Source: an optimization exercise on an open RTL-to-GDS flow (aim: small area, a short achievable clock period and few clock cycles). Production flows keep margins and buffers that such runs may drop. In this exercise RTL edits were held to simulation tests only and were not proved equivalent to the original. No activity file was given, so power comes from the tool's default toggle rates.

`flow/flow/run.sh`:
```
#!/bin/bash
# The standard layout, with the ports buffered by plain buffers instead of the
# delay cells buffer_ports picks by default.
set -euo pipefail
export BUFFER_PORTS_ARGS="-buffer_cell sky130_fd_sc_hd__buf_2"
bash standard.sh > standard.log 2>&1
```
`flow/standard.sh`:
```
#!/bin/bash
# synth_recipe.tcl (not shown) runs the flow's synth.tcl, then flattens the netlist and writes it again
# the make line also repeats each setting of config.mk as NAME=value (left out here)
make -C /OpenROAD-flow-scripts/flow DESIGN_CONFIG=/design/flow/config.mk WORK_HOME=/design/flow/orfs CLKGATE_MAP_FILE= SYNTH_SCRIPT=/design/flow/synth_recipe.tcl "${@:-finish}"
```
`flow/config.mk`:
```
export PLATFORM = sky130hd
export DESIGN_NAME = dmc_top
export DESIGN_NICKNAME = dmc_top
export VERILOG_FILES = /design/flow/design.v
export SDC_FILE = /design/flow/constraint.sdc
export NUM_CORES = 4
export LEC_CHECK = 0
export CAP_MARGIN = 20
export CORE_MARGIN = 2
export CORE_UTILIZATION = 40
export CTS_BUF_LIST = sky130_fd_sc_hd__clkbuf_16
export CTS_CLUSTER_DIAMETER = 70
export CTS_CLUSTER_SIZE = 30
export SETUP_SLACK_MARGIN = 2.2
export SLEW_MARGIN = 20
```
`flow/constraint.sdc`:
```
create_clock -name core_clock -period 5.0 [get_ports {clk_i}]
set_input_delay 1.0000 -clock core_clock [delete_from_list [all_inputs] [get_ports {clk_i}]]
set_output_delay 1.0000 -clock core_clock [all_outputs]
set_load 0.01 [all_outputs]
```
`flow/design.v`:
```
module dmc_top (
    input         clk_i,
    input         rst_n_i,
    input         start_i,
    input         read_i,
    input         write_i,
    input  [31:0] address_i,
    input  [31:0] data_i,
    output [31:0] data_o,
    output        ready_o,
    output        mem_read_o,
    output        mem_write_o,
    output [31:0] mem_address_o,
    output [31:0] mem_data_o,
    input  [31:0] mem_data_i
);
reg [31:0]  store [0:15];      
reg [27:0]  tag   [0:3];
reg [3:0]   pres  [0:3];       
reg [3:0]   dirty;
reg        busy;               
reg        rdy;                
reg        mrd;                
reg [31:0] dreg;               
reg [31:0] wdat;               
reg        byp;                
reg        nbyp;               
reg        pw_v;
reg [3:0]  pw_a;               
reg        pw_mem;             
reg        pw_dreg;            
reg [27:0] vtag;               
reg [3:0]  ra_a;               
reg        ra_rd;              
reg [3:0]  mm;                 
reg [3:0]  av;                 
reg [1:0]  wp;                 
reg [31:0] mdo;                
reg        owr;                
reg [1:0]  oj;                 
wire [1:0]  idx = address_i[3:2];
wire [1:0]  off = address_i[1:0];
wire [27:0] tg  = address_i[31:4];
wire        req = rdy && start_i && (read_i || write_i);
wire        rd  = read_i;
wire        wr  = !read_i;
wire [27:0] ti = tag[idx];
wire        tmatch = ti == tg;
wire [3:0]  match;
wire [15:0] asel;
wire [15:0] wsel;
wire [15:0] sel;
genvar g;
generate
    for (g = 0; g < 4; g = g + 1) begin : cmp
        assign match[g] = tmatch;    
    end
    for (g = 0; g < 16; g = g + 1) begin : dec
        assign asel[g] = address_i[3:0] == g;
        assign wsel[g] = busy && {ra_a[3:2], wp} == g;
        assign sel[g]  = (rdy && asel[g]) || wsel[g];
    end
endgenerate
wire [3:0]  lv, lh, ld, lp;
generate
    for (g = 0; g < 4; g = g + 1) begin : line_state
        assign lv[g] = |pres[g];
        assign lh[g] = lv[g] && match[g];
        assign ld[g] = lv[g] && !match[g] && dirty[g];
        assign lp[g] = lh[g] && pres[g][off];
    end
endgenerate
wire [3:0]  pi      = pres[idx];
wire        dm      = ld[idx];
wire        present = lp[idx];
wire [31:0] wbus = pw_mem ? mem_data_i : pw_dreg ? dreg : wdat;
wire        rfwd   = pw_v && (pw_a == address_i[3:0]);
wire        mfwd   = pw_v && (pw_a == {ra_a[3:2], wp});
wire        fsel   = (rdy && rfwd) || (busy && mfwd);
reg  [31:0] rword;
integer k;
always @(*) begin
    rword = {32{fsel}} & wbus;
    for (k = 0; k < 16; k = k + 1)
        rword = rword | ({32{sel[k] && !(pw_v && pw_a == k)}} & store[k]);
end
wire [3:0]  mi     = ~pi;
wire [1:0]  mij    = mi[0] ? 2'd0 : mi[1] ? 2'd1 : mi[2] ? 2'd2 : 2'd3;
wire [1:0]  mmj    = mm[0] ? 2'd0 : mm[1] ? 2'd1 : mm[2] ? 2'd2 : 2'd3;
wire        wavail = av[wp] || (pw_v && pw_a[1:0] == wp);
wire        last   = owr && oj == 2'd3;
wire        issue_w = !last && mm == 4'd0 && wavail;
wire [1:0]  wp_n   = issue_w ? wp + 2'd1 : wp;
assign ready_o       = rdy;
assign data_o        = ({32{byp}} & mem_data_i) | ({32{nbyp}} & dreg);
assign mem_read_o    = (rdy && start_i && read_i) || mrd;
assign mem_write_o   = owr;
assign mem_address_o = ({32{rdy}} & address_i) | ({32{busy}} & {vtag, ra_a[3:2], oj});
assign mem_data_o    = mdo;
always @(posedge clk_i) begin
    if (pw_v)
        store[pw_a] <= wbus;
    if (req && rd)
        dreg <= rword;
    else if (byp)
        dreg <= mem_data_i;
    if (req && wr)
        wdat <= data_i;
    mdo <= rword;
    byp  <= req && rd && !present;
    nbyp <= !(req && rd && !present);
    pw_v <= 1'b0;
    if (!busy) begin
        vtag <= ti;
        ra_a <= address_i[3:0];
        ra_rd <= rd;
        av   <= pi;
        mrd  <= req && dm && mi != 4'd0;
        owr  <= 1'b0;
        oj   <= mij;
        mm   <= mi & ~(4'd1 << mij);
        wp   <= 2'd0;
    end
    if (req) begin
        tag[idx] <= tg;
        pw_a   <= address_i[3:0];
        pw_mem <= rd;
        pw_dreg <= 1'b0;
        if (dm) begin
            busy <= 1'b1;
            rdy  <= 1'b0;
        end else
            pw_v <= wr || !present;
        for (k = 0; k < 4; k = k + 1)
            if (idx == k) begin
                pres[k]  <= (lh[k] ? pres[k] : 4'd0) | (4'd1 << off);
                dirty[k] <= (lh[k] && dirty[k]) || wr;
            end
    end
    if (busy) begin
        if (pw_v)
            av[pw_a[1:0]] <= 1'b1;
        if (mrd) begin
            pw_v   <= 1'b1;
            pw_a   <= {ra_a[3:2], oj};
            pw_mem <= 1'b1;
        end
        wp   <= wp_n;
        if (last) begin
            busy   <= 1'b0;
            rdy    <= 1'b1;
            mrd    <= 1'b0;
            owr    <= 1'b0;
            pw_v   <= 1'b1;
            pw_a   <= ra_a;
            pw_mem <= 1'b0;
            pw_dreg <= ra_rd;
        end else if (mm != 4'd0) begin
            mrd    <= 1'b1;
            owr    <= 1'b0;
            oj     <= mmj;
            mm     <= mm & ~(4'd1 << mmj);
        end else begin
            mrd    <= 1'b0;
            owr    <= issue_w;
            oj     <= wp;
        end
    end
    if (!rst_n_i) begin
        busy <= 1'b0;
        rdy  <= 1'b1;
        mrd  <= 1'b0;
        byp  <= 1'b0;
        nbyp <= 1'b1;
        pw_v <= 1'b0;
        owr  <= 1'b0;
        for (k = 0; k < 4; k = k + 1)
            pres[k] <= 4'd0;
    end
end
endmodule
```
==> results of run 1 <==
[synthesized netlist by cell type (17+ instances only)]
library cell / number
xnor2_1: 32
and4_1: 64
buf_2: 17
inv_1: 26
mux4_2: 26
mux2i_1: 33
a22o_1: 64
nand2_1: 114
o22ai_1: 30
a41oi_1: 32
nand3_1: 44
a22oi_1: 256
nor2_1: 49
o21ai_0: 45
edfxtp_1: 725
dfxtp_1: 73
clkbuf_1: 103
[layout by cell type (no fill, tap or decap), types with 5 or more instances in the layout]
cell / netlist / final
a21oi_1: 13 / 13
a22o_1: 64 / 64
a22oi_1: 256 / 256
a31oi_1: 7 / 7
a41oi_1: 32 / 32
and2_1: 16 / 10
and2_2: 0 / 6
and4_1: 64 / 64
buf_12: 1 / 11
buf_2: 17 / 194
buf_4: 1 / 70
buf_6: 2 / 14
clkbuf_16: 0 / 44
clkinvlp_4: 0 / 7
dfxtp_1: 73 / 65
dfxtp_2: 0 / 5
edfxtp_1: 725 / 725
inv_1: 26 / 24
inv_12: 0 / 5
inv_16: 0 / 5
inv_6: 0 / 6
mux2i_1: 33 / 33
mux4_1: 12 / 6
mux4_2: 26 / 32
nand2_1: 114 / 114
nand2b_1: 6 / 6
nand3_1: 44 / 44
nand4_1: 8 / 8
nor2_1: 49 / 48
o21ai_0: 45 / 43
o22ai_1: 30 / 30
or2_2: 7 / 6
xnor2_1: 32 / 32
xor2_1: 5 / 5
[repair_timing]
item / 4_1_cts / 5_1_grt
setup endpoints to repair: 246 / 137
gates resized for setup: 29 / 34
buffers inserted: 7 / 5
cloned: 4 / 1
pin swaps: 2 / 5
[worst paths after layout]
kind | cells past startpoint | slack, ns | start | to
setup / recovery | 5 | 2.21 | read_i | mem_read_o
hold / removal | 2 | 0.51 | ra_rd$_DFFE_PN_ | pw_dreg$_DFF_P_
setup reg to reg | 7 | 2.28 | ra_a[2]$_DFFE_PN_ | dreg[10]$_DFFE_PP_
hold reg to reg | 2 | 0.51 | ra_rd$_DFFE_PN_ | pw_dreg$_DFF_P_
[state kept, by name (all words and copies together), names as in the netlist, 2 cells and up]
signal	cells
ra_a	4
wp	2
tag	112
mdo	32
oj	2
dirty	4
pw_a	4
store	512
wdat	32
dreg	32
vtag	28
pres	16
mm	4
av	4
[power by group through the flow]
stage	clock [W]	sequential, W	combinational, W
2_1_floorplan	0	0.00781	0.000570
3_3_place_gp	0	0.00785	0.00102
3_5_place_dp	0	0.00785	0.00104
4_1_cts	0.00441	0.00770	0.00109
5_1_grt	0.00463	0.00772	0.00118
6_report	0.00434	0.00770	0.00110
[worst register-to-register path: cells and delay by family (launching register included)]
kind            cells  cell delay (ns)
buf+inv             1             0.55
flops               1             0.59
simple gates        3             0.82
compound gates      3             0.59
[cell families after synthesis]
family                     count (synthesis)  share of synthesized area
muxes                                     72                    0.04037
buffers and inverters                    154                    0.02061
DFF                                      798                     0.7548
and+or+nand+nor                          334                    0.05890
AOI/OAI and AO/OA                        471                     0.1132
adders and majority gates                  4                   0.001626
xor gates and xnor gates                  37                    0.01053
[cell type report]
cell class / count / area share
flip-flops and latches: 798 / 0.6596
multi-input cells: 918 / 0.1971
repair buffers: 295 / 0.05772
well taps: 1030 / 0.03656
clock buffers: 43 / 0.03053
clock inverters: 37 / 0.01491
inverters: 27 / 0.003301
repair inverters: 1 / 0.0002130
diodes: 1 / 0.00007099
[stage by stage]
stage	std cells	power, W	setup slack (ns)	hold slack [ns]
2_1_floorplan	1870	0.008380	2.040	0.4391
4_1_cts	3143	0.01320	2.163	0.4896
3_5_place_dp	3052	0.008894	1.227	0.4674
3_3_place_gp	3052	0.008872	1.280	0.4965
6_report	3150	0.01314	2.214	0.5106
5_1_grt	3149	0.01353	2.162	0.5077
[routing by layer]
| layer | up-vias | global-route usage | wire (microns) | share of wire |
|---|---|---|---|---|
| li1 | 7999 | - | - | - |
| met4 | 2 | 0.04842 | 1838 | 0.021 |
| met2 | 1018 | 0.3671 | 43080 | 0.48 |
| met1 | 9689 | 0.3199 | 36650 | 0.41 |
| met5 | - | 0 | 8 | 0.000089 |
| met3 | 127 | 0.03232 | 8052 | 0.090 |
==> reports/qor.yml, run 1 <==
power:
  p_seq_frac: 0.586
  switching_power_w: 0.003293
  p_int_w: 0.009844
  p_leak_nw: 11.44
  power.share.clock: 0.330
  pwr-share-comb: 0.084
  powerDensity_nw_per_um2: 372.7
  vdd_ir_drop_max_uv: 298.0
  p_sw_frac: 0.2506
clock_tree:
  clk_pin_slew_ns: 0.11
  cts_made_buffers: 43
  cts_hold_buf: 0
  clock-sinks: 798
  cts-root-buf: "clkbuf_16"
  htreeDepth: 2
  clk_latency_ns: 0.64
  cts_tree: "done"
  clock_path_buffers: 3
setup_path:
  required_ns: 4.00
  cpMaxStageDelayCell: "or2_4"
  crit_arrival_ns: 1.79
  crit_type: "input pin to output port"
  slowest_delay_ns: 0.24
  critical_path.top_delay_family: "simple AND/OR/NAND/NOR gates"
  cp-start-kind: "input pin"
  cp-end-kind: "output port"
  path_max_fanout: 5
  crit_chain: "buf_12 -> and3_4 -> clkbuf_16 -> or2_4 -> buf_6"
  critPathBufInv: 3
yosys:
  post_synth.cell_area_avg_sq_um: 16.46
  synth.cell_area_sq_um: 30780
  synth_cells: 1870
  synth_seq_cells: 798
  synth-warning-count: 2
  yosysTopAreaCellShare: 0.7073
  ys.flop_type: "edfxtp_1"
  synth_top_area_cell: "edfxtp_1"
  yosys.cell_types.count: 59
  synth.area.top_cells: "edfxtp_1 71%, a22oi_1 6.2%, dfxtp_1 4.7%, mux4_2 1.9%, a22o_1 1.8%"
  syn_nets: 1975
  synth_enable_flop_cells: 725
  async_flop_share: 0
  seq_area_frac_synth: 0.7548
route:
  drt_iter0_drc: 2439
  dr.pass1.iters: 5
  drtAntennaViolNets: 0
  wirelength_microns: 89630
  viasPerCell: 5.979
  wl_per_cell_microns: 28.45
  drc: 0
  vias: 18840
place:
  port-buffer-count: 199
  dp_hpwl_microns: 48350
  place_area_sq_um: 33210
  gp_congestion: 0.8981
global_routing:
  grt_pass1_vias: 18510
  overflow: 0
  antenna_found_initial: 3
  grt_start_max_net_pins: 57
  grt_pass1_wl_microns: 129200
  grt_usage: 0.2243
sta:
  hold_viol_final: 0
  fmaxAchievable_mhz: 359.0
  report.final.setup_viol: 0
  worstMarginPinSlew_ns: 1.046
  tns_ns: 0
  fin_crit_ns: 2.786
  skew_ns: 0.04601
  rsz0062_at_grt: "yes"
  relSlewSlack: 0.3021
  finalCritPeriodShare: 0.5571
  slew_violations: 0
hold_path:
  hp-class: "flip-flop to flip-flop"
layout:
  nNetsFinal: 2189
  drive_above_1_share: 0.2072
  seq_area_sq_um: 23250
  multi_input_area_sq_um: 6947
  final_util: 0.4633
  fillers: 6609
  syn_to_final_growth_pct: 14.52
  design_area_sq_um: 35250
outcome:
  outcome: "timing/DRC/antenna clean"
die:
  die_w_microns: 281.4
  start_util: 0.4046
  die_area_sq_um: 79180
  io_pins: 200
  rows: 101
  core_sq_um: 76080
  dieHeight_microns: 281.4
flow_run:
  max_cap_viol_count: 0
Testbench counts, summed over its fixed seeds: cycles 8,771.
==> run 2, diff against run 1 <==
--- a/flow/config.mk
+++ b/flow/config.mk
@@ -11,5 +11,6 @@
 export CTS_BUF_LIST = sky130_fd_sc_hd__clkbuf_16
 export CTS_CLUSTER_DIAMETER = 70
 export CTS_CLUSTER_SIZE = 30
-export SETUP_SLACK_MARGIN = 2.2
+export PLACE_DENSITY = 0.88
+export SETUP_SLACK_MARGIN = 2.4
 export SLEW_MARGIN = 20
==> reports/qor.yml, run 2 <==
route:
  drt_iter0_drc: 3429
  vias: 20060
  wirelength_microns: 90160
  viasPerCell: 6.356
  wl_per_cell_microns: 28.57
  drc: 0
  drtAntennaViolNets: 0
  dr.pass1.iters: 8
flow_run:
  max_cap_viol_count: 0
yosys:
  synth-warning-count: 2
  yosysMostFrequentCell: "edfxtp_1"
  post_synth.cell_area_avg_sq_um: 16.46
  ys.flop_type: "edfxtp_1"
  async_flop_share: 0
  yosys.cell_types.count: 59
  syn_nets: 1975
  synth_top_area_cell: "edfxtp_1"
  synth.area.top_cells: "edfxtp_1 71%, a22oi_1 6.2%, dfxtp_1 4.7%, mux4_2 1.9%, a22o_1 1.8%"
  synth.cell_area_sq_um: 30780
  yosysTopAreaCellShare: 0.7073
  seq_area_frac_synth: 0.7548
  synth_seq_cells: 798
  synth_cells: 1870
  yosys-top-cells-count: "725 x edfxtp_1, 256 x a22oi_1, 114 x nand2_1"
  synth_enable_flop_cells: 725
global_routing:
  overflow: 0
  grt_pass1_vias: 19750
  grt_pass1_wl_microns: 126800
  grt_start_max_net_pins: 45
  grt_usage: 0.2160
  antenna_found_initial: 10
clock_tree:
  clk_pin_slew_ns: 0.11
  htreeDepth: 2
  cts_made_buffers: 36
  clock-sinks: 798
  clock_path_buffers: 3
  cts_tree: "done"
  cts_hold_buf: 0
  clk_latency_ns: 0.58
  cts-root-buf: "clkbuf_16"
setup_path:
  cpMaxStageDelayCell: "a41oi_1"
  critPathBufInv: 2
  critical_path.top_delay_family: "compound AO/OA/AOI/OAI gates"
  cp-end-kind: "flip-flop"
  crit_chain: "buf_4 -> or2_2 -> o22ai_1 -> and2_1 -> buf_8 -> a22oi_1 -> and4_2 -> a41oi_1"
  cp-start-kind: "input pin"
  required_ns: 5.33
  crit_type: "input pin to flip-flop"
  path_max_fanout: 32
  slowest_delay_ns: 0.45
  crit_arrival_ns: 3.18
sta:
  rsz0062_at_grt: "yes"
  fin_crit_ns: 2.854
  relSlewSlack: 0.2602
  finalCritPeriodShare: 0.5708
  worstMarginPinSlew_ns: 1.102
  report.final.setup_viol: 0
  holdWs_ns: 0.5084
  hold_viol_final: 0
  fmaxAchievable_mhz: 350.4
  tns_ns: 0
  slew_violations: 0
  skew_ns: 0.04151
die:
  die_area_sq_um: 79180
  dieHeight_microns: 281.4
  rows: 101
  start_util: 0.4046
  die_w_microns: 281.4
  io_pins: 200
  core_sq_um: 76080
layout:
  syn_to_final_growth_pct: 14.89
  final_common_cell: "edfxtp_1"
  top_regs: "store (512), tag (112)"
  drive_above_1_share: 0.2142
  largest_reg_flops: 512
  nNetsFinal: 2200
  most-common-layout-cells: "725 x edfxtp_1, 254 x a22oi_1, 192 x buf_2, 114 x nand2_1, 70 x buf_4"
  final_util: 0.4648
  regMostFlops: "store"
  fillers: 6126
place:
  gp_congestion: 0.8590
  port-buffer-count: 199
  dp_hpwl_microns: 48270
power:
  vdd_ir_drop_max_uv: 212.2
  p_leak_nw: 11.48
  powerDensity_nw_per_um2: 350.5
outcome:
  outcome: "timing/DRC/antenna clean"
hold_path:
  hp-class: "flip-flop to flip-flop"
==> run 2: changes by cell type in the layout (fill, tap and decap cells not counted), moves of 7 or more <==
cell and change:
inv_1 +12, xnor2_2 +8, xnor2_1 -8, buf_16 +8, buf_8 +7
==> run 2: metrics by stage <==
step           std cells  total power [W]  area [sq um]  setup WS (ns)
2_1_floorplan       1870         0.008386         30950          2.040
3_3_place_gp        3041         0.008807         33100          1.226
3_5_place_dp        3042         0.008867         33130          1.023
4_1_cts             3138          0.01232         35040          2.329
5_1_grt             3156          0.01267         35360          2.136
6_report            3156          0.01239         35360          2.146
==> run 2: cells by family after synthesis <==
logic type | synth area share
compound gates | 0.1132
xor+xnor | 0.01053
fa+ha+maj | 0.001626
buf+inv | 0.02061
flops | 0.7548
mux | 0.04037
simple gates | 0.05890
==> run 2: report_power, final <==
group	leakage (nW)	internal [W]	switching, W
Clock	0.613	0.00148	0.00206
Combinational	3.63	0.000410	0.000750
Sequential	7.24	0.00759	0.000109
==> run 2: worst reg2reg max path, stage by stage (launching register included) <==
cell	delay [ns]
edfxtp_1	0.59
nand2b_1	0.28
o22ai_1	0.15
and2_1	0.16
buf_6	0.38
a22oi_1	0.17
and4_2	0.30
a41oi_1	0.45
==> run 2: layer usage <==
metal  GRT usage  vias up  share of wire  wire, microns
met2      0.3568     1917           0.47          42610
met1      0.2678     9711           0.34          30250
li1            -     8016              -              -
met4      0.1260        2          0.068           6106
met5           0        -        0.00014             13
met3     0.03870      415           0.12          11180
==> run 2: final cells by class <==
class	count	area, sq um	area share
Tap cell	1030	1289	0.03644
Inverter	27	123.9	0.003503
Timing Repair Buffer	309	2405	0.06800
Timing Repair inverter	4	30.03	0.0008492
Clock inverter	26	244.0	0.006899
Sequential cell	798	23250	0.6576
Antenna cell	6	15.01	0.0004246
Clock buffer	37	925.9	0.02618
Multi-Input combinational cell	919	7076	0.2001
==> run 2: path summary, 6_finish.rpt <==
| check | start | to | slack [ns] | cells past startpoint |
|---|---|---|---|---|
| setup / recovery | address_i[1] | dreg[12]$_DFFE_PP_ | 2.15 | 8 |
| hold / removal | ra_rd$_DFFE_PN_ | pw_dreg$_DFF_P_ | 0.51 | 2 |
| setup reg to reg | ra_a[2]$_DFFE_PN_ | dreg[12]$_DFFE_PP_ | 2.29 | 7 |
| hold reg to reg | ra_rd$_DFFE_PN_ | pw_dreg$_DFF_P_ | 0.51 | 2 |
==> run 2: repair_timing <==
action,4_1_cts,5_1_grt
pin swaps,7,17
cloned,9,4
resized for setup,74,54
endpoints found under the setup margin,337,176
setup buffers,24,8
==> run 3, diff against run 2 <==
--- a/flow/config.mk
+++ b/flow/config.mk
@@ -11,6 +11,5 @@
 export CTS_BUF_LIST = sky130_fd_sc_hd__clkbuf_16
 export CTS_CLUSTER_DIAMETER = 70
 export CTS_CLUSTER_SIZE = 30
-export PLACE_DENSITY = 0.88
 export SETUP_SLACK_MARGIN = 2.4
 export SLEW_MARGIN = 20
==> reports/qor.yml, run 3 <==
global_routing:
  grt_start_max_net_pins: 69
  grt_pass1_vias: 18290
  grt_usage: 0.2261
  grt_pass1_wl_microns: 128500
  antenna_found_initial: 3
  overflow: 0
route:
  vias: 19130
  wl_per_cell_microns: 29.23
  wirelength_microns: 93270
  drt_iter0_drc: 2650
  drtAntennaViolNets: 0
  viasPerCell: 5.994
  dr.pass1.iters: 6
  drc: 0
yosys:
  synthMuxAreaShare: 0.04037
  post_synth.cell_area_avg_sq_um: 16.46
  synth-warning-count: 2
  synth_top_family_by_area: "compound AO/OA/AOI/OAI gates"
  synth.area.top_cells: "edfxtp_1 71%, a22oi_1 6.2%, dfxtp_1 4.7%, mux4_2 1.9%, a22o_1 1.8%"
  synthSimpleGateAreaFrac: 0.05890
  yosys.cell_types.count: 59
  ys.flop_type: "edfxtp_1"
  synth.cell_area_sq_um: 30780
  synth_top_area_cell: "edfxtp_1"
  synth_enable_flop_cells: 725
  seq_area_frac_synth: 0.7548
  synth-compound-area-share: 0.1132
  async_flop_share: 0
  yosysMostFrequentCell: "edfxtp_1"
  yosys-top-cells-count: "725 x edfxtp_1, 256 x a22oi_1, 114 x nand2_1"
  yosysTopAreaCellShare: 0.7073
  synth_cells: 1870
  syn_nets: 1975
  synth_fa_ha_area_frac: 0.001626
  synth_seq_cells: 798
  synthXorXnorAreaFrac: 0.01053
setup_path:
  cp-start-kind: "flip-flop"
  cp-end-kind: "output port"
  path_max_fanout: 6
  crit_type: "flip-flop to output port"
  crit_arrival_ns: 1.71
  reg2reg_depth: 10
  required_ns: 4.00
sta:
  holdWs_ns: 0.5178
  skew_ns: 0.05896
  worstMarginPinSlew_ns: 0.8648
  fmaxAchievable_mhz: 369.2
  relSlewSlack: 0.4182
  setup_ws_ns: 2.292
  fin_crit_ns: 2.708
  hold_viol_final: 0
  tns_ns: 0
  slew_violations: 0
  rsz0062_at_grt: "yes"
  report.final.setup_viol: 0
  finalCritPeriodShare: 0.5417
flow_run:
  max_cap_viol_count: 0
die:
  start_util: 0.4046
  io_pins: 200
  core_sq_um: 76080
  die_w_microns: 281.4
  die_area_sq_um: 79180
  rows: 101
  dieHeight_microns: 281.4
place:
  gp_congestion: 0.8547
  dp_hpwl_microns: 48230
  placed_cells: 3053
  preCtsSetupSlack_ns: 1.108
  port-buffer-count: 199
layout:
  nNetsFinal: 2233
  drive_above_1_share: 0.2397
  top_regs: "store (512), tag (112)"
  final_common_cell: "edfxtp_1"
  largest_reg_flops: 512
  regMostFlops: "store"
  final_cell_count_no_fill: 3191
  fillers: 6442
  most-common-layout-cells: "725 x edfxtp_1, 256 x a22oi_1, 189 x buf_2, 115 x nand2_1, 79 x buf_4"
  syn_to_final_growth_pct: 17.89
  n_antenna_cell: 0
clock_tree:
  htreeDepth: 2
  clk_latency_ns: 0.64
  clock_path_buffers: 3
  clk_pin_slew_ns: 0.10
  cts_made_buffers: 44
  clock-sinks: 798
  cts_tree: "done"
  cts-root-buf: "clkbuf_16"
power:
  switching_power_w: 0.003266
  vdd_ir_drop_max_uv: 311.6
  power.share.clock: 0.332
  p_sw_frac: 0.2459
  p_int_w: 0.01002
  power_w: 0.01328
  p_leak_nw: 11.89
  pwr-share-comb: 0.090
  p_seq_frac: 0.579
  powerDensity_nw_per_um2: 366.0
outcome:
  outcome: "timing/DRC/antenna clean"
hold_path:
  hp-class: "flip-flop to flip-flop"
  min_path_cells: 2
[run 3: cell types whose count changed in the layout (fill, tap and decap cells not counted), moves of 6 or more]
cell,delta
o21ai_0,+8
clkbuf_16,+12
diode_2,-6
clkinv_8,+6
o21ai_1,-7
inv_1,-16
and2_4,+6
buf_6,+6
buf_4,+9
[run 3: per-stage QoR]
step	utilization	area, sq um
3_5_place_dp	0.4369	33240
3_3_place_gp	0.4369	33240
2_1_floorplan	-	30950
5_1_grt	0.4770	36290
6_report	0.4770	36290
4_1_cts	0.4705	35790
[run 3: path summary, 6_finish.rpt]
kind	start	to	slack, ns
worst max-delay path	rdy$_SDFF_PN1_	mem_address_o[19]	2.29
worst max register to register	rdy$_SDFF_PN1_	dreg[23]$_DFFE_PP_	2.38
worst min register to register	pres[2][1]$_SDFFE_PN0P_	pres[2][1]$_SDFFE_PN0P_	0.52
worst min-delay path	pres[2][1]$_SDFFE_PN0P_	pres[2][1]$_SDFFE_PN0P_	0.52
[run 3: cell families (layout without fill, tap and decap cells)]
group,after synthesis,after routing
multiplexers,72,72
XOR/XNOR,37,37
AND/OR/NAND/NOR,334,335
AO/OA/AOI/OAI,471,471
flip-flops,798,798
buffers and inverters,154,444
adder cells (fa/ha/maj),4,4
[run 3: final cells by class]
| cell class | instances | area, sq um | area share |
|---|---|---|---|
| Multi-Input combinational cell | 919 | 7088 | 0.1953 |
| Timing Repair Buffer | 335 | 2841 | 0.07831 |
| Inverter | 27 | 127.6 | 0.003517 |
| Clock buffer | 46 | 1151 | 0.03172 |
| Timing Repair inverter | 3 | 22.52 | 0.0006206 |
| Tap cell | 1030 | 1289 | 0.03551 |
| Sequential cell | 798 | 23260 | 0.6409 |
| Clock inverter | 33 | 510.5 | 0.01407 |
[run 3: routing by layer]
| layer | global-route usage | routed length, microns | vias up |
|---|---|---|---|
| li1 | - | - | 8091 |
| met1 | 0.3119 | 37480 | 9808 |
| met2 | 0.3627 | 43980 | 1086 |
| met3 | 0.04309 | 9033 | 141 |
| met4 | 0.07324 | 2770 | 0 |
| met5 | 0 | 0 | - |
[run 3: power by group through the flow]
stage / Combinational, W / Clock [W] / Sequential, W
5_1_grt: 0.00127 / 0.00470 / 0.00770
3_5_place_dp: 0.00106 / 0 / 0.00784
6_report: 0.00119 / 0.00441 / 0.00769
4_1_cts: 0.00115 / 0.00447 / 0.00768
2_1_floorplan: 0.000577 / 0 / 0.00781
3_3_place_gp: 0.00104 / 0 / 0.00784
[run 3: repair_timing]
| item | CTS | global route |
|---|---|---|
| cloned | 13 | 7 |
| resized for setup | 88 | 71 |
| endpoints found under the setup margin | 392 | 162 |
| pin swaps | 25 | 32 |
| hold buffers | 0 | 0 |
| buffers inserted | 29 | 10 |
[run 3: critical path: stages (launching register included)]
cell and delay (ns):
dfxtp_4 0.41, buf_12 0.16, buf_12 0.13, a22o_1 0.23
buf_2 0.15
==> run 4, diff against run 3 <==
--- a/flow/config.mk
+++ b/flow/config.mk
@@ -11,5 +11,6 @@
 export CTS_BUF_LIST = sky130_fd_sc_hd__clkbuf_16
 export CTS_CLUSTER_DIAMETER = 70
 export CTS_CLUSTER_SIZE = 30
+export PLACE_DENSITY = 0.75
 export SETUP_SLACK_MARGIN = 2.4
 export SLEW_MARGIN = 20
==> reports/qor.yml, run 4 <==
yosys:
  yosys.cell_types.count: 59
  synth.cell_area_sq_um: 30780
  synth_seq_cells: 798
  post_synth.cell_area_avg_sq_um: 16.46
  yosys-top-cells-count: "725 x edfxtp_1, 256 x a22oi_1, 114 x nand2_1"
  async_flop_share: 0
  yosysMostFrequentCell: "edfxtp_1"
  syn_nets: 1975
  ys.flop_type: "edfxtp_1"
  synth_enable_flop_cells: 725
  synth_top_area_cell: "edfxtp_1"
  synth_cells: 1870
  yosysTopAreaCellShare: 0.7073
  synth-warning-count: 2
  synth.area.top_cells: "edfxtp_1 71%, a22oi_1 6.2%, dfxtp_1 4.7%, mux4_2 1.9%, a22o_1 1.8%"
  seq_area_frac_synth: 0.7548
power:
  powerDensity_nw_per_um2: 351.2
  p_seq_frac: 0.620
  p_int_w: 0.009473
  pwr-share-comb: 0.092
  p_leak_nw: 11.45
  vdd_ir_drop_max_uv: 212.3
  p_sw_frac: 0.2354
  power.share.clock: 0.289
  switching_power_w: 0.002916
sta:
  report.final.setup_viol: 0
  rsz0062_at_grt: "yes"
  relSlewSlack: 0.3426
  skew_ns: 0.03986
  slew_violations: 0
  hold_viol_final: 0
  worstMarginPinSlew_ns: 0.9860
  fmaxAchievable_mhz: 369.8
  fin_crit_ns: 2.704
  tns_ns: 0
  finalCritPeriodShare: 0.5408
global_routing:
  grt_usage: 0.2075
  antenna_found_initial: 4
  grt_pass1_vias: 18730
  overflow: 0
  grt_pass1_wl_microns: 120900
  grt_start_max_net_pins: 49
layout:
  largest_reg_flops: 512
  most-common-layout-cells: "725 x edfxtp_1, 256 x a22oi_1, 188 x buf_2, 114 x nand2_1"
  top_regs: "store (512), tag (112)"
  drive_above_1_share: 0.2070
  nNetsFinal: 2194
  syn_to_final_growth_pct: 14.61
  regMostFlops: "store"
  design_area_sq_um: 35280
  final_common_cell: "edfxtp_1"
  fillers: 6359
  final_util: 0.4637
route:
  drt_iter0_drc: 2810
  dr_wl_met2_microns: 41780
  routed.top_layer: "met4"
  wl_per_cell_microns: 27.41
  vias: 19230
  viasPerCell: 6.105
  wl_met3_microns: 9283
  wl_met1_microns: 31190
  drtAntennaViolNets: 0
  dr.pass1.iters: 8
  drc: 0
  wirelength_microns: 86320
clock_tree:
  clk_pin_slew_ns: 0.10
  clk_latency_ns: 0.60
  cts-root-buf: "clkbuf_16"
  cts_tree: "done"
  cts_hold_buf: 0
  clock_path_buffers: 3
  clock-sinks: 798
  htreeDepth: 2
  cts_made_buffers: 36
die:
  dieHeight_microns: 281.4
  start_util: 0.4046
  core_sq_um: 76080
  io_pins: 200
  die_area_sq_um: 79180
  rows: 101
  die_w_microns: 281.4
flow_run:
  max_cap_viol_count: 0
setup_path:
  crit_chain: "buf_8 -> and3_4 -> or2_4 -> buf_6"
  required_ns: 4.00
  path_max_fanout: 9
  slowest_delay_ns: 0.25
  cpMaxStageDelayCell: "or2_4"
  cp-start-kind: "input pin"
  crit_arrival_ns: 1.70
  cp-end-kind: "output port"
  crit_type: "input pin to output port"
place:
  port-buffer-count: 199
  gp_congestion: 0.8702
  dp_hpwl_microns: 45230
  place_area_sq_um: 33130
outcome:
  outcome: "timing/DRC/antenna clean"
hold_path:
  hp-class: "flip-flop to flip-flop"
run 4: cell counts after synthesis:
Identical to the previous run, type by type.
run 4: logic make-up (layout without fill, tap and decap cells):
logic type               count (synthesis)  in the layout  share of synthesized area
adder cells (fa/ha/maj)                  4              4                   0.001626
multiplexers                            72             72                    0.04037
buffers and inverters                  154            399                    0.02061
AND/OR/NAND/NOR                        334            335                    0.05890
other                                    0              3                          0
AO/OA/AOI/OAI                          471            471                     0.1132
XOR/XNOR                                37             37                    0.01053
flip-flops                             798            798                     0.7548
run 4: repair_timing:
item | CTS | global route
pin swaps | 9 | 6
cloned | 9 | 5
gates resized for setup | 78 | 34
setup buffers | 19 | 2
setup endpoints to repair | 339 | 114
run 4: power groups by stage:
stage	registers [W]	logic [W]	clock network (W)
2_1_floorplan	0.00781	0.000577	0
3_3_place_gp	0.00783	0.000997	0
3_5_place_dp	0.00783	0.00103	0
4_1_cts	0.00767	0.00111	0.00360
5_1_grt	0.00769	0.00120	0.00380
6_report	0.00768	0.00114	0.00358
run 4: layer usage:
metal	up-vias	GRT usage
met5	-	0
met4	0	0.09765
met3	234	0.03679
met2	1382	0.3503
met1	9605	0.2604
li1	8004	-
run 4: worst paths after layout:
kind	from	end	slack [ns]	cells after the start
setup / recovery	read_i	mem_read_o	2.30	4
hold / removal	pres[1][3]$_SDFFE_PN0P_	pres[1][3]$_SDFFE_PN0P_	0.53	2
setup reg to reg	pw_a[0]$_DFF_P_	dreg[25]$_DFFE_PP_	2.45	7
hold reg to reg	pres[1][3]$_SDFFE_PN0P_	pres[1][3]$_SDFFE_PN0P_	0.53	2
run 4: worst max-delay path, delay by kind of cell:
| kind | cells | cell delay, ns |
|---|---|---|
| simple gates | 2 | 0.45 |
| buf+inv | 2 | 0.25 |
run 4: cell type report:
class | instances | area (sq um) | area share
clock buffer | 37 | 925.9 | 0.02625
sequential | 798 | 23250 | 0.6592
multi-input combinational | 919 | 7013 | 0.1988
timing repair inverter | 4 | 30.03 | 0.0008512
timing repair buffer | 303 | 2386 | 0.06764
inverter | 27 | 120.1 | 0.003405
antenna | 3 | 7.507 | 0.0002128
tap | 1030 | 1289 | 0.03653
clock inverter | 28 | 251.5 | 0.007129
run 4: metrics by stage:
step	instances	worst slack (ns)	total power (W)	hold slack (ns)
4_1_cts	3139	2.280	0.01238	0.5137
3_3_place_gp	3046	0.8673	0.008823	0.4822
5_1_grt	3149	2.279	0.01270	0.5445
6_report	3149	2.296	0.01239	0.5327
3_5_place_dp	3046	0.8301	0.008866	0.4996
2_1_floorplan	1870	2.040	0.008386	0.4391
==> run 5, diff against run 4 <==
--- a/flow/config.mk
+++ b/flow/config.mk
@@ -11,6 +11,6 @@
 export CTS_BUF_LIST = sky130_fd_sc_hd__clkbuf_16
 export CTS_CLUSTER_DIAMETER = 70
 export CTS_CLUSTER_SIZE = 30
-export PLACE_DENSITY = 0.75
+export PLACE_DENSITY = 0.68
 export SETUP_SLACK_MARGIN = 2.4
 export SLEW_MARGIN = 20
==> reports/qor.yml, run 5 <==
setup_path:
  required_ns: 4.00
  cp-start-kind: "input pin"
  path_max_fanout: 8
  cp-end-kind: "output port"
  r2r_slack_ns: 2.51
  crit_type: "input pin to output port"
  crit_arrival_ns: 1.63
layout:
  nNetsFinal: 2203
  drive_above_1_share: 0.2151
  top_regs: "store (512), tag (112)"
  fillers: 6444
  seq_area_sq_um: 23260
  regMostFlops: "store"
  multi_input_area_sq_um: 7027
  final_util: 0.4669
  largest_reg_flops: 512
  final_common_cell: "edfxtp_1"
  most-common-layout-cells: "725 x edfxtp_1, 256 x a22oi_1, 188 x buf_2, 114 x nand2_1, 79 x buf_4"
  syn_to_final_growth_pct: 15.40
route:
  drtAntennaViolNets: 0
  drt_iter0_drc: 2820
  dr.pass1.iters: 6
  wl_per_cell_microns: 27.48
  wirelength_microns: 86860
  vias: 18940
  drc: 0
  viasPerCell: 5.992
yosys:
  synth-warning-count: 2
  synth-compound-area-share: 0.1132
  synth.area.top_cells: "edfxtp_1 71%, a22oi_1 6.2%, dfxtp_1 4.7%, mux4_2 1.9%, a22o_1 1.8%"
  ys.flop_type: "edfxtp_1"
  synth_top_area_cell: "edfxtp_1"
  synth_enable_flop_cells: 725
  post_synth.cell_area_avg_sq_um: 16.46
  synthSimpleGateAreaFrac: 0.05890
  synth_seq_cells: 798
  seq_area_frac_synth: 0.7548
  synth_fa_ha_area_frac: 0.001626
  synth_cells: 1870
  synthMuxAreaShare: 0.04037
  async_flop_share: 0
  syn_nets: 1975
  synth.cell_area_sq_um: 30780
  yosys-top-cells-count: "725 x edfxtp_1, 256 x a22oi_1, 114 x nand2_1"
  yosysMostFrequentCell: "edfxtp_1"
  yosys.cell_types.count: 59
  synthXorXnorAreaFrac: 0.01053
  synth_top_family_by_area: "compound AO/OA/AOI/OAI gates"
  yosysTopAreaCellShare: 0.7073
sta:
  report.final.setup_viol: 0
  tns_ns: 0
  relSlewSlack: 0.2569
  worstMarginPinSlew_ns: 1.115
  fmaxAchievable_mhz: 380.4
  holdWs_ns: 0.5069
  finalCritPeriodShare: 0.5258
  skew_ns: 0.05185
  rsz0062_at_grt: "yes"
  fin_crit_ns: 2.629
  slew_violations: 0
  hold_viol_final: 0
power:
  powerDensity_nw_per_um2: 364.5
  p_leak_nw: 11.57
  vdd_ir_drop_max_uv: 244.9
clock_tree:
  cts_made_buffers: 41
  cts_tree: "done"
  cts_hold_buf: 0
  clock-sinks: 798
  cts-root-buf: "clkbuf_16"
  clock_path_buffers: 3
  htreeDepth: 2
  clk_pin_slew_ns: 0.10
  clk_latency_ns: 0.62
die:
  rows: 101
  core_sq_um: 76080
  dieHeight_microns: 281.4
  die_area_sq_um: 79180
  start_util: 0.4046
  die_w_microns: 281.4
  io_pins: 200
global_routing:
  grt_usage: 0.2129
  grt_pass1_vias: 18340
  grt_start_max_net_pins: 68
  overflow: 0
  grt_pass1_wl_microns: 123300
  antenna_found_initial: 1
place:
  gp_congestion: 0.8185
  port-buffer-count: 199
  dp_hpwl_microns: 47150
hold_path:
  hp-class: "flip-flop to flip-flop"
flow_run:
  max_cap_viol_count: 0
outcome:
  outcome: "timing/DRC/antenna clean"
==> run 5: through the flow <==
| stage | worst slack, ns | std cells | total power (W) | cell area [sq um] |
|---|---|---|---|---|
| 2_1_floorplan | 2.040 | 1870 | 0.008386 | 30950 |
| 3_3_place_gp | 1.032 | 3061 | 0.008850 | 33290 |
| 3_5_place_dp | 1.053 | 3063 | 0.008882 | 33330 |
| 4_1_cts | 2.352 | 3152 | 0.01297 | 35310 |
| 5_1_grt | 2.346 | 3160 | 0.01330 | 35520 |
| 6_report | 2.371 | 3161 | 0.01295 | 35520 |
==> run 5: critical path, cell delays in order <==
cell and delay, ns:
buf_12 0.12, and3_4 0.17, or2_4 0.22, buf_6 0.12
==> run 5: kinds of logic (layout without fill, tap and decap cells) <==
kind of cell | Yosys count | count (layout)
flops | 798 | 798
compound gates | 471 | 471
simple gates | 334 | 334
buf+inv | 154 | 413
mux | 72 | 72
xor+xnor | 37 | 37
fa+ha+maj | 4 | 4
other cells | 0 | 2
==> run 5: what timing repair did <==
| item | in CTS | in global routing |
|---|---|---|
| gates resized for setup | 61 | 29 |
| setup endpoints to repair | 282 | 181 |
| setup buffers | 12 | 1 |
| pin swaps | 3 | 2 |
| gates cloned | 3 | 6 |
==> run 5: where the power goes <==
part           switching, W  internal (W)
registers         0.0000994       0.00758
clock network       0.00232       0.00183
logic              0.000713      0.000405
==> run 5: path summary, 6_finish.rpt <==
check	endpoint	cells after the start	startpoint
min	pw_dreg$_DFF_P_	2	ra_rd$_DFFE_PN_
min reg2reg	pw_dreg$_DFF_P_	2	ra_rd$_DFFE_PN_
max reg2reg	dreg[14]$_DFFE_PP_	6	pw_dreg$_DFF_P_
max	mem_read_o	4	read_i
==> run 5: layout make-up <==
class | count | share of cell area
Clock inverter | 32 | 0.01254
Inverter | 27 | 0.003382
Tap cell | 1030 | 0.03628
Antenna cell | 2 | 0.0001409
Sequential cell | 798 | 0.6547
Clock buffer | 42 | 0.02959
Multi-Input combinational cell | 918 | 0.1978
Timing Repair Buffer | 309 | 0.06485
Timing Repair inverter | 3 | 0.0006341
==> run 5: per-layer routing <==
| metal | up-vias | wire length, microns | track usage | part of all wire |
|---|---|---|---|---|
| met5 | - | 0 | 0 | 0 |
| met4 | 0 | 2603 | 0.07024 | 0.030 |
| met3 | 145 | 7863 | 0.02793 | 0.091 |
| met2 | 1097 | 42310 | 0.3498 | 0.49 |
| met1 | 9683 | 34080 | 0.2945 | 0.39 |
| li1 | 8016 | - | - | - |
==> run 6, diff against run 5 <==
--- a/flow/config.mk
+++ b/flow/config.mk
@@ -9,8 +9,7 @@
 export CORE_MARGIN = 2
 export CORE_UTILIZATION = 40
 export CTS_BUF_LIST = sky130_fd_sc_hd__clkbuf_16
-export CTS_CLUSTER_DIAMETER = 70
-export CTS_CLUSTER_SIZE = 30
-export PLACE_DENSITY = 0.68
-export SETUP_SLACK_MARGIN = 2.4
+export CTS_CLUSTER_DIAMETER = 60
+export CTS_CLUSTER_SIZE = 24
+export SETUP_SLACK_MARGIN = 2.3
 export SLEW_MARGIN = 20
==> reports/qor.yml, run 6 <==
outcome:
  outcome: "timing/DRC/antenna clean"
global_routing:
  grt_pass1_wl_microns: 126800
  overflow: 0
  grt_start_max_net_pins: 41
  antenna_found_initial: 6
  grt_usage: 0.2216
  grt_pass1_vias: 18430
setup_path:
  crit_arrival_ns: 1.77
  path_max_fanout: 2
  cpMaxStageDelayCell: "or2_4"
  crit_type: "input pin to output port"
  cp-start-kind: "input pin"
  slowest_delay_ns: 0.22
  r2r_slack_ns: 2.38
  crit_chain: "buf_2 -> and3_4 -> buf_16 -> or2_4 -> buf_6"
  critical_path.top_delay_family: "simple AND/OR/NAND/NOR gates"
  cp-end-kind: "output port"
  required_ns: 4.00
  critPathBufInv: 3
clock_tree:
  htreeDepth: 2
  cts_made_buffers: 55
  clk_pin_slew_ns: 0.09
  clock-sinks: 798
  cts-root-buf: "clkbuf_16"
  clock_path_buffers: 3
  cts_tree: "done"
  clk_latency_ns: 0.66
layout:
  fillers: 6481
  top_regs: "store (512), tag (112)"
  largest_reg_flops: 512
  final_common_cell: "edfxtp_1"
  most-common-layout-cells: "725 x edfxtp_1, 256 x a22oi_1, 195 x buf_2, 114 x nand2_1, 75 x buf_4"
  multi_input_area_sq_um: 6964
  syn_to_final_growth_pct: 17.05
  drive_above_1_share: 0.2233
  final_util: 0.4736
  regMostFlops: "store"
  nNetsFinal: 2221
  seq_area_sq_um: 23250
die:
  rows: 101
  core_sq_um: 76080
  die_area_sq_um: 79180
  start_util: 0.4046
  io_pins: 200
  dieHeight_microns: 281.4
  die_w_microns: 281.4
yosys:
  synth.area.top_cells: "edfxtp_1 71%, a22oi_1 6.2%, dfxtp_1 4.7%, mux4_2 1.9%, a22o_1 1.8%"
  yosysTopAreaCellShare: 0.7073
  syn_nets: 1975
  synth_top_area_cell: "edfxtp_1"
  synth.cell_area_sq_um: 30780
  yosys-top-cells-count: "725 x edfxtp_1, 256 x a22oi_1, 114 x nand2_1"
  synth_cells: 1870
  seq_area_frac_synth: 0.7548
  yosysMostFrequentCell: "edfxtp_1"
  post_synth.cell_area_avg_sq_um: 16.46
  async_flop_share: 0
  synth_enable_flop_cells: 725
  synth-warning-count: 2
  synth_seq_cells: 798
  yosys.cell_types.count: 59
  ys.flop_type: "edfxtp_1"
route:
  wirelength_microns: 89660
  drtAntennaViolNets: 0
  dr.pass1.iters: 8
  drc: 0
  wl_per_cell_microns: 28.04
  viasPerCell: 5.907
  vias: 18890
  drt_iter0_drc: 2416
power:
  powerDensity_nw_per_um2: 382.4
  vdd_ir_drop_max_uv: 252.0
  p_leak_nw: 11.79
sta:
  rsz0062_at_grt: "yes"
  report.final.setup_viol: 0
  skew_ns: 0.04964
  fin_crit_ns: 2.765
  holdWs_ns: 0.5120
  worstMarginPinSlew_ns: 0.9321
  slew_violations: 0
  fmaxAchievable_mhz: 361.7
  relSlewSlack: 0.3729
  hold_viol_final: 0
  tns_ns: 0
  finalCritPeriodShare: 0.5530
place:
  gp_congestion: 0.8703
  dp_hpwl_microns: 47550
  port-buffer-count: 199
flow_run:
  max_cap_viol_count: 0
hold_path:
  hp-class: "input pin to flip-flop"
-- run 6: cell counts after synthesis --
No cell type changed its count.
-- run 6: worst paths after layout --
check	from	to	cells after the start
max	start_i	mem_read_o	5
min	data_i[26]	wdat[26]$_DFFE_PP_	1
max reg2reg	pw_a[1]$_DFF_P_	dreg[3]$_DFFE_PP_	7
min reg2reg	ra_rd$_DFFE_PN_	pw_dreg$_DFF_P_	2
-- run 6: per-layer routing --
| metal | vias up | track usage | part of all wire |
|---|---|---|---|
| met5 | - | 0 | 0.00014 |
| met4 | 2 | 0.06206 | 0.027 |
| met3 | 145 | 0.04773 | 0.092 |
| met2 | 971 | 0.3580 | 0.48 |
| met1 | 9678 | 0.3036 | 0.40 |
| li1 | 8089 | - | - |
-- run 6: per-stage QoR --
stage / area (sq um) / total power (W) / worst slack (ns) / cells
2_1_floorplan: 30910 / 0.008383 / 2.040 / 1870
3_3_place_gp: 33180 / 0.008856 / 1.163 / 3053
3_5_place_dp: 33210 / 0.008881 / 1.129 / 3054
4_1_cts: 35800 / 0.01383 / 2.149 / 3179
5_1_grt: 36030 / 0.01418 / 2.215 / 3197
6_report: 36030 / 0.01378 / 2.235 / 3197
-- run 6: cell families after synthesis --
family                   synth area share
adder cells (fa/ha/maj)          0.001626
multiplexers                      0.04037
buffers and inverters             0.02061
XOR/XNOR                          0.01053
AND/OR/NAND/NOR                   0.05890
AO/OA/AOI/OAI                      0.1132
flip-flops                         0.7548
-- run 6: cell type report --
type | count | area share
Sequential cell | 798 | 0.6454
Multi-Input combinational cell | 918 | 0.1933
Timing Repair Buffer | 313 | 0.06543
Clock buffer | 56 | 0.03890
Tap cell | 1030 | 0.03577
Clock inverter | 48 | 0.01681
Inverter | 27 | 0.003438
Timing Repair inverter | 3 | 0.0006251
Antenna cell | 4 | 0.0002778
-- run 6: report_power, final --
part	total [W]	switching (W)	internal, W
Combinational	0.00113	0.000725	0.000406
Clock	0.00496	0.00262	0.00234
Sequential	0.00768	0.000101	0.00758
Total	0.0138	0.00344	0.0103
-- run 6: timing repair --
item | CTS | global route
buffers inserted | 12 | 14
pin swaps | 3 | 2
endpoints found under the setup margin | 291 | 109
gates resized for setup | 55 | 28
gates cloned | 9 | 0
hold buffers | 0 | 0
endpoints found under the hold margin | 0 | 0
==> run 7, diff against run 6 <==
--- a/flow/config.mk
+++ b/flow/config.mk
@@ -11,5 +11,6 @@
 export CTS_BUF_LIST = sky130_fd_sc_hd__clkbuf_16
 export CTS_CLUSTER_DIAMETER = 60
 export CTS_CLUSTER_SIZE = 24
-export SETUP_SLACK_MARGIN = 2.3
+export PLACE_DENSITY = 0.68
+export SETUP_SLACK_MARGIN = 2.5
 export SLEW_MARGIN = 20
==> reports/qor.yml, run 7 <==
outcome:
  outcome: "timing/DRC/antenna clean"
sta:
  rsz0062_at_grt: "yes"
  tns_ns: 0
  fin_crit_ns: 2.625
  worstMarginPinSlew_ns: 1.059
  report.final.setup_viol: 0
  fmaxAchievable_mhz: 381.0
  setup_ws_ns: 2.375
  skew_ns: 0.03519
  relSlewSlack: 0.2942
  slew_violations: 0
  hold_viol_final: 0
  finalCritPeriodShare: 0.5250
  holdWs_ns: 0.5168
die:
  core_sq_um: 76080
  start_util: 0.4046
  die_w_microns: 281.4
  die_area_sq_um: 79180
  dieHeight_microns: 281.4
  io_pins: 200
  rows: 101
layout:
  final_util: 0.4728
  top_regs: "store (512), tag (112)"
  final_common_cell: "edfxtp_1"
  most-common-layout-cells: "725 x edfxtp_1, 256 x a22oi_1, 186 x buf_2, 113 x nand2_1, 78 x buf_4"
  syn_to_final_growth_pct: 16.85
  nNetsFinal: 2222
  design_area_sq_um: 35970
  largest_reg_flops: 512
  regMostFlops: "store"
  drive_above_1_share: 0.2334
setup_path:
  crit_type: "input pin to output port"
  crit_arrival_ns: 1.62
  required_ns: 4.00
  path_max_fanout: 14
  cp-end-kind: "output port"
  cp-start-kind: "input pin"
place:
  gp_congestion: 0.8889
  place_area_sq_um: 33180
  dp_hpwl_microns: 45860
  port-buffer-count: 199
  preCtsSetupSlack_ns: 1.103
yosys:
  synth_top_area_cell: "edfxtp_1"
  synth-warning-count: 2
  post_synth.cell_area_avg_sq_um: 16.46
  yosysTopAreaCellShare: 0.7073
  syn_nets: 1975
  synth.cell_area_sq_um: 30780
  synth.area.top_cells: "edfxtp_1 71%, a22oi_1 6.2%, dfxtp_1 4.7%, mux4_2 1.9%, a22o_1 1.8%"
  seq_area_frac_synth: 0.7548
  synth_cells: 1870
  ys.flop_type: "edfxtp_1"
  async_flop_share: 0
  synth_enable_flop_cells: 725
  yosys-top-cells-count: "725 x edfxtp_1, 256 x a22oi_1, 114 x nand2_1"
  yosys.cell_types.count: 59
  synth_seq_cells: 798
  yosysMostFrequentCell: "edfxtp_1"
global_routing:
  grt_pass1_vias: 18530
  grt_start_max_net_pins: 69
  grt_usage: 0.2112
  grt_pass1_wl_microns: 122900
  overflow: 0
  antenna_found_initial: 5
route:
  wirelength_microns: 88330
  dr.pass1.iters: 6
  drc: 0
  drtAntennaViolNets: 0
  wl_per_cell_microns: 27.75
  viasPerCell: 6.003
  vias: 19110
  drt_iter0_drc: 2626
flow_run:
  max_cap_viol_count: 0
clock_tree:
  htreeDepth: 2
  cts_tree: "done"
  cts-root-buf: "clkbuf_16"
  clk_pin_slew_ns: 0.08
  clock-sinks: 798
  clock_path_buffers: 3
  cts_made_buffers: 46
  clk_latency_ns: 0.63
hold_path:
  hp-class: "flip-flop to flip-flop"
power:
  p_leak_nw: 11.72
  powerDensity_nw_per_um2: 360.8
  vdd_ir_drop_max_uv: 234.2
run 7: cell counts after synthesis:
Identical to the previous run, type by type.
run 7: repair_timing:
action / 4_1_cts / 5_1_grt
buffers inserted: 26 / 8
resized for setup: 90 / 71
endpoints found under the setup margin: 267 / 166
gates cloned: 4 / 11
hold buffers: 0 / 0
pin swaps: 17 / 18
run 7: cell families after synthesis:
family / after synthesis / synth area share
AOI/OAI and AO/OA: 471 / 0.1132
muxes: 72 / 0.04037
buffers and inverters: 154 / 0.02061
adders and majority gates: 4 / 0.001626
and+or+nand+nor: 334 / 0.05890
DFF: 798 / 0.7548
xor gates and xnor gates: 37 / 0.01053
run 7: per-stage QoR:
stage | total power [W] | instances
after floorplan | 0.008387 | 1870
after global placement | 0.008839 | 3050
after detailed placement | 0.008873 | 3050
after CTS | 0.01296 | 3162
after global routing | 0.01334 | 3182
final | 0.01298 | 3183
run 7: metal layers:
layer	track usage	wire length [microns]
met2	0.3547	43640
met3	0.03903	8088
met1	0.2769	33680
met5	0	0
met4	0.07133	2924
run 7: path summary, 6_finish.rpt:
| kind | from | end | slack [ns] | cells past startpoint |
|---|---|---|---|---|
| setup / recovery | address_i[2] | mem_address_o[2] | 2.38 | 4 |
| hold / removal | ra_rd$_DFFE_PN_ | pw_dreg$_DFF_P_ | 0.52 | 2 |
| setup reg to reg | rdy$_SDFF_PN1_ | tag[1][12]$_DFFE_PP_ | 2.46 | 5 |
| hold reg to reg | ra_rd$_DFFE_PN_ | pw_dreg$_DFF_P_ | 0.52 | 2 |
run 7: area by class of cell:
cell class / count / area [sq um]
repair buffers: 323 / 2585
repair inverters: 2 / 15.01
inverters: 27 / 120.1
clock inverters: 35 / 326.6
fillers: 6406 / 40110
multi-input cells: 919 / 7189
well taps: 1030 / 1289
diodes: 2 / 5.005
flip-flops and latches: 798 / 23260
clock buffers: 47 / 1176
run 7: critical path: stages:
cell and delay, ns:
buf_16 0.13, buf_12 0.15, a22o_1 0.18, buf_2 0.16
run 7: report_power, final:
group | internal [W] | total [W] | switching (W)
clock | 0.00186 | 0.00414 | 0.00229
sequential | 0.00758 | 0.00768 | 0.0000981
combinational | 0.000424 | 0.00115 | 0.000727
total | 0.00986 | 0.0130 | 0.00311
==> run 8, diff against run 7 <==
--- a/flow/config.mk
+++ b/flow/config.mk
@@ -11,6 +11,7 @@
 export CTS_BUF_LIST = sky130_fd_sc_hd__clkbuf_16
 export CTS_CLUSTER_DIAMETER = 60
 export CTS_CLUSTER_SIZE = 24
+export GPL_ROUTABILITY_DRIVEN = 0
 export PLACE_DENSITY = 0.68
-export SETUP_SLACK_MARGIN = 2.5
+export SETUP_SLACK_MARGIN = 2.4
 export SLEW_MARGIN = 20
==> reports/qor.yml, run 8 <==
clock_tree:
  clk_latency_ns: 0.63
  cts_hold_buf: 0
  clk_pin_slew_ns: 0.09
  cts_made_buffers: 49
  cts-root-buf: "clkbuf_16"
  cts_tree: "done"
  clock_path_buffers: 3
  htreeDepth: 2
  clock-sinks: 798
yosys:
  synth_seq_cells: 798
  synth_top_area_cell: "edfxtp_1"
  synth_cells: 1870
  yosys-top-cells-count: "725 x edfxtp_1, 256 x a22oi_1, 114 x nand2_1"
  synth_enable_flop_cells: 725
  post_synth.cell_area_avg_sq_um: 16.46
  syn_nets: 1975
  synth.area.top_cells: "edfxtp_1 71%, a22oi_1 6.2%, dfxtp_1 4.7%, mux4_2 1.9%, a22o_1 1.8%"
  async_flop_share: 0
  yosys.cell_types.count: 59
  yosysTopAreaCellShare: 0.7073
  ys.flop_type: "edfxtp_1"
  seq_area_frac_synth: 0.7548
  yosysMostFrequentCell: "edfxtp_1"
  synth-warning-count: 2
  synth.cell_area_sq_um: 30780
sta:
  hold_viol_final: 0
  worstMarginPinSlew_ns: 1.020
  fmaxAchievable_mhz: 367.8
  tns_ns: 0
  slew_violations: 0
  setup_ws_ns: 2.281
  relSlewSlack: 0.3199
  finalCritPeriodShare: 0.5438
  rsz0062_at_grt: "yes"
  report.final.setup_viol: 0
  fin_crit_ns: 2.719
  skew_ns: 0.04804
global_routing:
  overflow: 0
  grt_pass1_vias: 18650
  grt_start_max_net_pins: 69
  grt_pass1_wl_microns: 126300
  grt_usage: 0.2169
  antenna_found_initial: 4
layout:
  final_common_cell: "edfxtp_1"
  largest_reg_flops: 512
  regMostFlops: "store"
  nNetsFinal: 2221
  drive_above_1_share: 0.2261
  top_regs: "store (512), tag (112)"
  most-common-layout-cells: "725 x edfxtp_1, 256 x a22oi_1, 185 x buf_2, 114 x nand2_1, 78 x buf_4"
  syn_to_final_growth_pct: 16.63
place:
  preCtsSetupSlack_ns: 1.166
  dp_hpwl_microns: 47550
  port-buffer-count: 199
route:
  wirelength_microns: 88260
  wl_per_cell_microns: 27.70
  viasPerCell: 6.038
  drt_iter0_drc: 2612
  dr.pass1.iters: 5
  drtAntennaViolNets: 0
  drc: 0
  vias: 19240
power:
  p_leak_nw: 11.73
  powerDensity_nw_per_um2: 369.2
  vdd_ir_drop_max_uv: 258.0
  power_w: 0.01325
outcome:
  outcome: "timing/DRC/antenna clean"
die:
  rows: 101
  dieHeight_microns: 281.4
  start_util: 0.4046
  core_sq_um: 76080
  die_w_microns: 281.4
  io_pins: 200
  die_area_sq_um: 79180
setup_path:
  required_ns: 4.00
  path_max_fanout: 30
  critPathBufInv: 3
  slowest_delay_ns: 0.20
  cp-start-kind: "input pin"
  critical_path.top_delay_family: "buffers and inverters"
  crit_type: "input pin to output port"
  crit_arrival_ns: 1.72
  cpMaxStageDelayCell: "buf_12"
  crit_top_cell: "buf_12"
  crit_chain: "buf_12 -> buf_12 -> a22o_1 -> buf_2"
  cp-end-kind: "output port"
hold_path:
  hp-class: "flip-flop to flip-flop"
flow_run:
  max_cap_viol_count: 0
run 8: cell count changes in the layout (fill, tap and decap cells not counted), moves of 4 or more:
cell and change:
a22o_1 -4, a22o_4 +4, buf_6 +4, clkbuf_16 -4, clkinv_2 -4, clkinvlp_4 +6, inv_6 +4, o21ai_0 +4
o21ai_2 -4, o22ai_1 +7, o22ai_2 -7
run 8: kinds of logic (layout without fill, tap and decap cells):
| group | after synthesis | after routing | synth area share |
|---|---|---|---|
| xor+xnor | 37 | 37 | 0.01053 |
| other cells | 0 | 2 | 0 |
| compound gates | 471 | 471 | 0.1132 |
| simple gates | 334 | 334 | 0.05890 |
| fa+ha+maj | 4 | 4 | 0.001626 |
| flops | 798 | 798 | 0.7548 |
| buf+inv | 154 | 438 | 0.02061 |
| mux | 72 | 72 | 0.04037 |
run 8: tightest hold or removal path: stages (launching register included):
cell and delay [ns]:
edfxtp_1 0.34, nand3_1 0.08, nand2_1 0.07
run 8: final cells by class:
cell class                      instances  area (sq um)
Antenna cell                            2         5.005
Multi-Input combinational cell        918          7072
Clock inverter                         38         404.1
Timing Repair Buffer                  318          2436
Timing Repair inverter                  4         30.03
Clock buffer                           51          1276
Tap cell                             1030          1289
Fill cell                            6439         40180
Inverter                               27         131.4
Sequential cell                       798         23250
run 8: where the power goes:
group | internal [W] | total (W) | switching, W
sequential | 0.00758 | 0.00768 | 0.0000998
clock | 0.00207 | 0.00443 | 0.00236
combinational | 0.000415 | 0.00114 | 0.000726
total | 0.0101 | 0.0133 | 0.00318
run 8: routing by layer:
metal | GRT usage | part of all wire | vias up
li1 | - | - | 8073
met1 | 0.2988 | 0.39 | 9845
met2 | 0.3678 | 0.50 | 1166
met3 | 0.02461 | 0.085 | 151
met4 | 0.05619 | 0.024 | 2
met5 | 0 | 0.00014 | -
run 8: metrics by stage:
stage          hold WS, ns  cells  utilization  area [sq um]
2_1_floorplan       0.4391   1870            -         30950
3_3_place_gp        0.4488   3058       0.4368         33230
3_5_place_dp        0.4732   3058       0.4368         33230
4_1_cts             0.4973   3171       0.4680         35600
5_1_grt             0.5214   3186       0.4719         35900
6_report            0.5142   3186       0.4719         35900
run 8: final timing paths:
check / from / to / slack, ns / cells past startpoint
worst max-delay path: address_i[3] / mem_address_o[3] / 2.28 / 4
worst min-delay path: ra_rd$_DFFE_PN_ / pw_dreg$_DFF_P_ / 0.51 / 2
worst max register to register: rdy$_SDFF_PN1_ / dreg[12]$_DFFE_PP_ / 2.42 / 10
worst min register to register: ra_rd$_DFFE_PN_ / pw_dreg$_DFF_P_ / 0.51 / 2
run 8: timing repair:
action,CTS,global route
pin swaps,8,8
cloned,7,5
setup endpoints to repair,398,201
setup buffers,17,8
resized for setup,73,38
==> run 9, diff against run 8 <==
--- a/flow/config.mk
+++ b/flow/config.mk
@@ -11,7 +11,7 @@
 export CTS_BUF_LIST = sky130_fd_sc_hd__clkbuf_16
 export CTS_CLUSTER_DIAMETER = 60
 export CTS_CLUSTER_SIZE = 24
-export GPL_ROUTABILITY_DRIVEN = 0
+export GPL_TIMING_DRIVEN = 0
 export PLACE_DENSITY = 0.68
 export SETUP_SLACK_MARGIN = 2.4
 export SLEW_MARGIN = 20
==> reports/qor.yml, run 9 <==
outcome:
  outcome: "timing/DRC/antenna clean"
setup_path:
  critPathBufInv: 4
  path_max_fanout: 2
  critical_path.top_delay_family: "buffers and inverters"
  r2r-end: "dreg[11]$_DFFE_PP_"
  crit_arrival_ns: 1.92
  reg2reg_depth: 7
  cp-start-kind: "input pin"
  slowest_delay_ns: 0.23
  crit_cells: 6
  required_ns: 4.00
  crit_end: "mem_read_o"
  reg2reg_from: "rdy$_SDFF_PN1_"
  crit_type: "input pin to output port"
  cp-end-kind: "output port"
  crit_chain: "buf_2 -> and3_4 -> buf_8 -> clkbuf_16 -> or2_4 -> buf_6"
  cpMaxStageDelayCell: "or2_4"
  critPathLaunch: "start_i"
  r2r_slack_ns: 2.26
layout:
  regMostFlops: "store"
  top_regs: "store (512), tag (112)"
  nNetsFinal: 2365
  syn_to_final_growth_pct: 28.47
  largest_reg_flops: 512
  most-common-layout-cells: "725 x edfxtp_1, 180 x buf_2, 170 x a22oi_1, 113 x nand2_1, 88 x clkbuf_16"
  final_common_cell: "edfxtp_1"
  drive_above_1_share: 0.3703
yosys:
  post_synth.cell_area_avg_sq_um: 16.46
  synth_seq_cells: 798
  syn_nets: 1975
  yosysTopAreaCellShare: 0.7073
  synth_enable_flop_cells: 725
  synth.cell_area_sq_um: 30780
  synth_cells: 1870
  yosys-top-cells-count: "725 x edfxtp_1, 256 x a22oi_1, 114 x nand2_1"
  synth-warning-count: 2
  async_flop_share: 0
  synth_top_area_cell: "edfxtp_1"
  seq_area_frac_synth: 0.7548
  yosys.cell_types.count: 59
  ys.flop_type: "edfxtp_1"
  yosysMostFrequentCell: "edfxtp_1"
  synth.area.top_cells: "edfxtp_1 71%, a22oi_1 6.2%, dfxtp_1 4.7%, mux4_2 1.9%, a22o_1 1.8%"
clock_tree:
  cts-root-buf: "clkbuf_16"
  clock_path_buffers: 3
  cts_made_buffers: 49
  cts_tree: "done"
  cts_hold_buf: 0
  clk_pin_slew_ns: 0.09
  clk_latency_ns: 0.65
  clock-sinks: 798
  htreeDepth: 2
power:
  vdd_ir_drop_max_uv: 277.8
  power_w: 0.01361
  p_leak_nw: 13.20
  powerDensity_nw_per_um2: 344.1
global_routing:
  overflow: 0
  antenna_found_initial: 2
  grt_pass1_wl_microns: 144000
  grt_start_max_net_pins: 33
  grt_pass1_vias: 19550
  grt_usage: 0.2576
sta:
  rsz0062_at_grt: "yes"
  relSlewSlack: 0.2307
  finalCritPeriodShare: 0.5833
  tns_ns: 0
  slew_violations: 0
  fmaxAchievable_mhz: 342.9
  hold_viol_final: 0
  fin_crit_ns: 2.917
  worstMarginPinSlew_ns: 1.154
  skew_ns: 0.03662
  report.final.setup_viol: 0
route:
  wl_per_cell_microns: 32.31
  drt_iter0_drc: 3270
  dr.pass1.iters: 7
  vias: 20840
  viasPerCell: 6.255
  wirelength_microns: 107700
  drc: 0
  drtAntennaViolNets: 0
die:
  core_sq_um: 76080
  dieHeight_microns: 281.4
  start_util: 0.4046
  io_pins: 200
  die_area_sq_um: 79180
  rows: 101
  die_w_microns: 281.4
hold_path:
  hp-class: "input pin to flip-flop"
place:
  gp_congestion: 0.8709
  port-buffer-count: 199
  dp_hpwl_microns: 62790
flow_run:
  max_cap_viol_count: 0
[run 9: cell counts after synthesis]
No cell type changed its count.
[run 9: how the worst min path moves through the flow]
| stage | from | to | cells past startpoint |
|---|---|---|---|
| 5_1_grt | data_i[25] | wdat[25]$_DFFE_PP_ | 1 |
| 3_3_place_gp | ra_rd$_DFFE_PN_ | pw_dreg$_DFF_P_ | 2 |
| 6_report | data_i[25] | wdat[25]$_DFFE_PP_ | 1 |
| 2_1_floorplan | ra_rd$_DFFE_PN_ | pw_dreg$_DFF_P_ | 2 |
| 3_5_place_dp | pres[3][0]$_SDFFE_PN0P_ | pres[3][0]$_SDFFE_PN0P_ | 2 |
| 4_1_cts | pres[3][3]$_SDFFE_PN0P_ | pres[3][3]$_SDFFE_PN0P_ | 2 |
[run 9: cell families after synthesis]
family	synth area share
DFF	0.7548
AOI/OAI and AO/OA	0.1132
and+or+nand+nor	0.05890
buffers and inverters	0.02061
muxes	0.04037
xor gates and xnor gates	0.01053
adders and majority gates	0.001626
[run 9: cell type report]
cell class	instances	area [sq um]
clock inverter	40	407.9
inverter	27	120.1
buffer	127	1963
timing repair inverter	4	30.03
timing repair buffer	335	3032
sequential	798	23240
tap	1030	1289
multi-input combinational	918	8220
fill	5978	36530
clock buffer	49	1226
antenna	4	10.01
[run 9: stage by stage]
stage,cell area [sq um],utilization,setup WS [ns],cells,hold WS [ns]
detailed placement,33680,0.4427,0.6119,3122,0.4961
CTS,37890,0.4981,2.040,3283,0.5110
global route,39530,0.5197,2.060,3328,0.5190
floorplan,30950,-,2.040,1870,0.4391
global placement,33230,0.4368,0.6318,3099,0.4912
finish,39540,0.5198,2.083,3332,0.5287
[run 9: what timing repair did]
| item | 4_1_cts | 5_1_grt |
|---|---|---|
| cloned | 18 | 16 |
| resized for setup | 415 | 279 |
| pin swaps | 63 | 121 |
| setup endpoints to repair | 777 | 191 |
| setup buffers | 54 | 29 |
[run 9: power breakdown]
part           internal [W]  switching, W
sequential          0.00759     0.0000755
combinational      0.000590      0.000927
clock               0.00197       0.00246
total                0.0101       0.00346
[run 9: per-layer routing]
layer / track usage / vias up / routed length (microns)
met3: 0.06729 / 300 / 14300
met2: 0.4024 / 1630 / 49490
met4: 0.1079 / 4 / 5188
met1: 0.3425 / 10520 / 38630
li1: - / 8388 / -
met5: 0 / - / 44

Setup slack of run 9, layout unchanged: 2.083 ns with ideal ports, 2.023 ns with driving cells assumed (clock clkbuf_16, inputs buf_2), 1.493 ns with port delays also shifted by the 0.695 ns mid clock arrival.
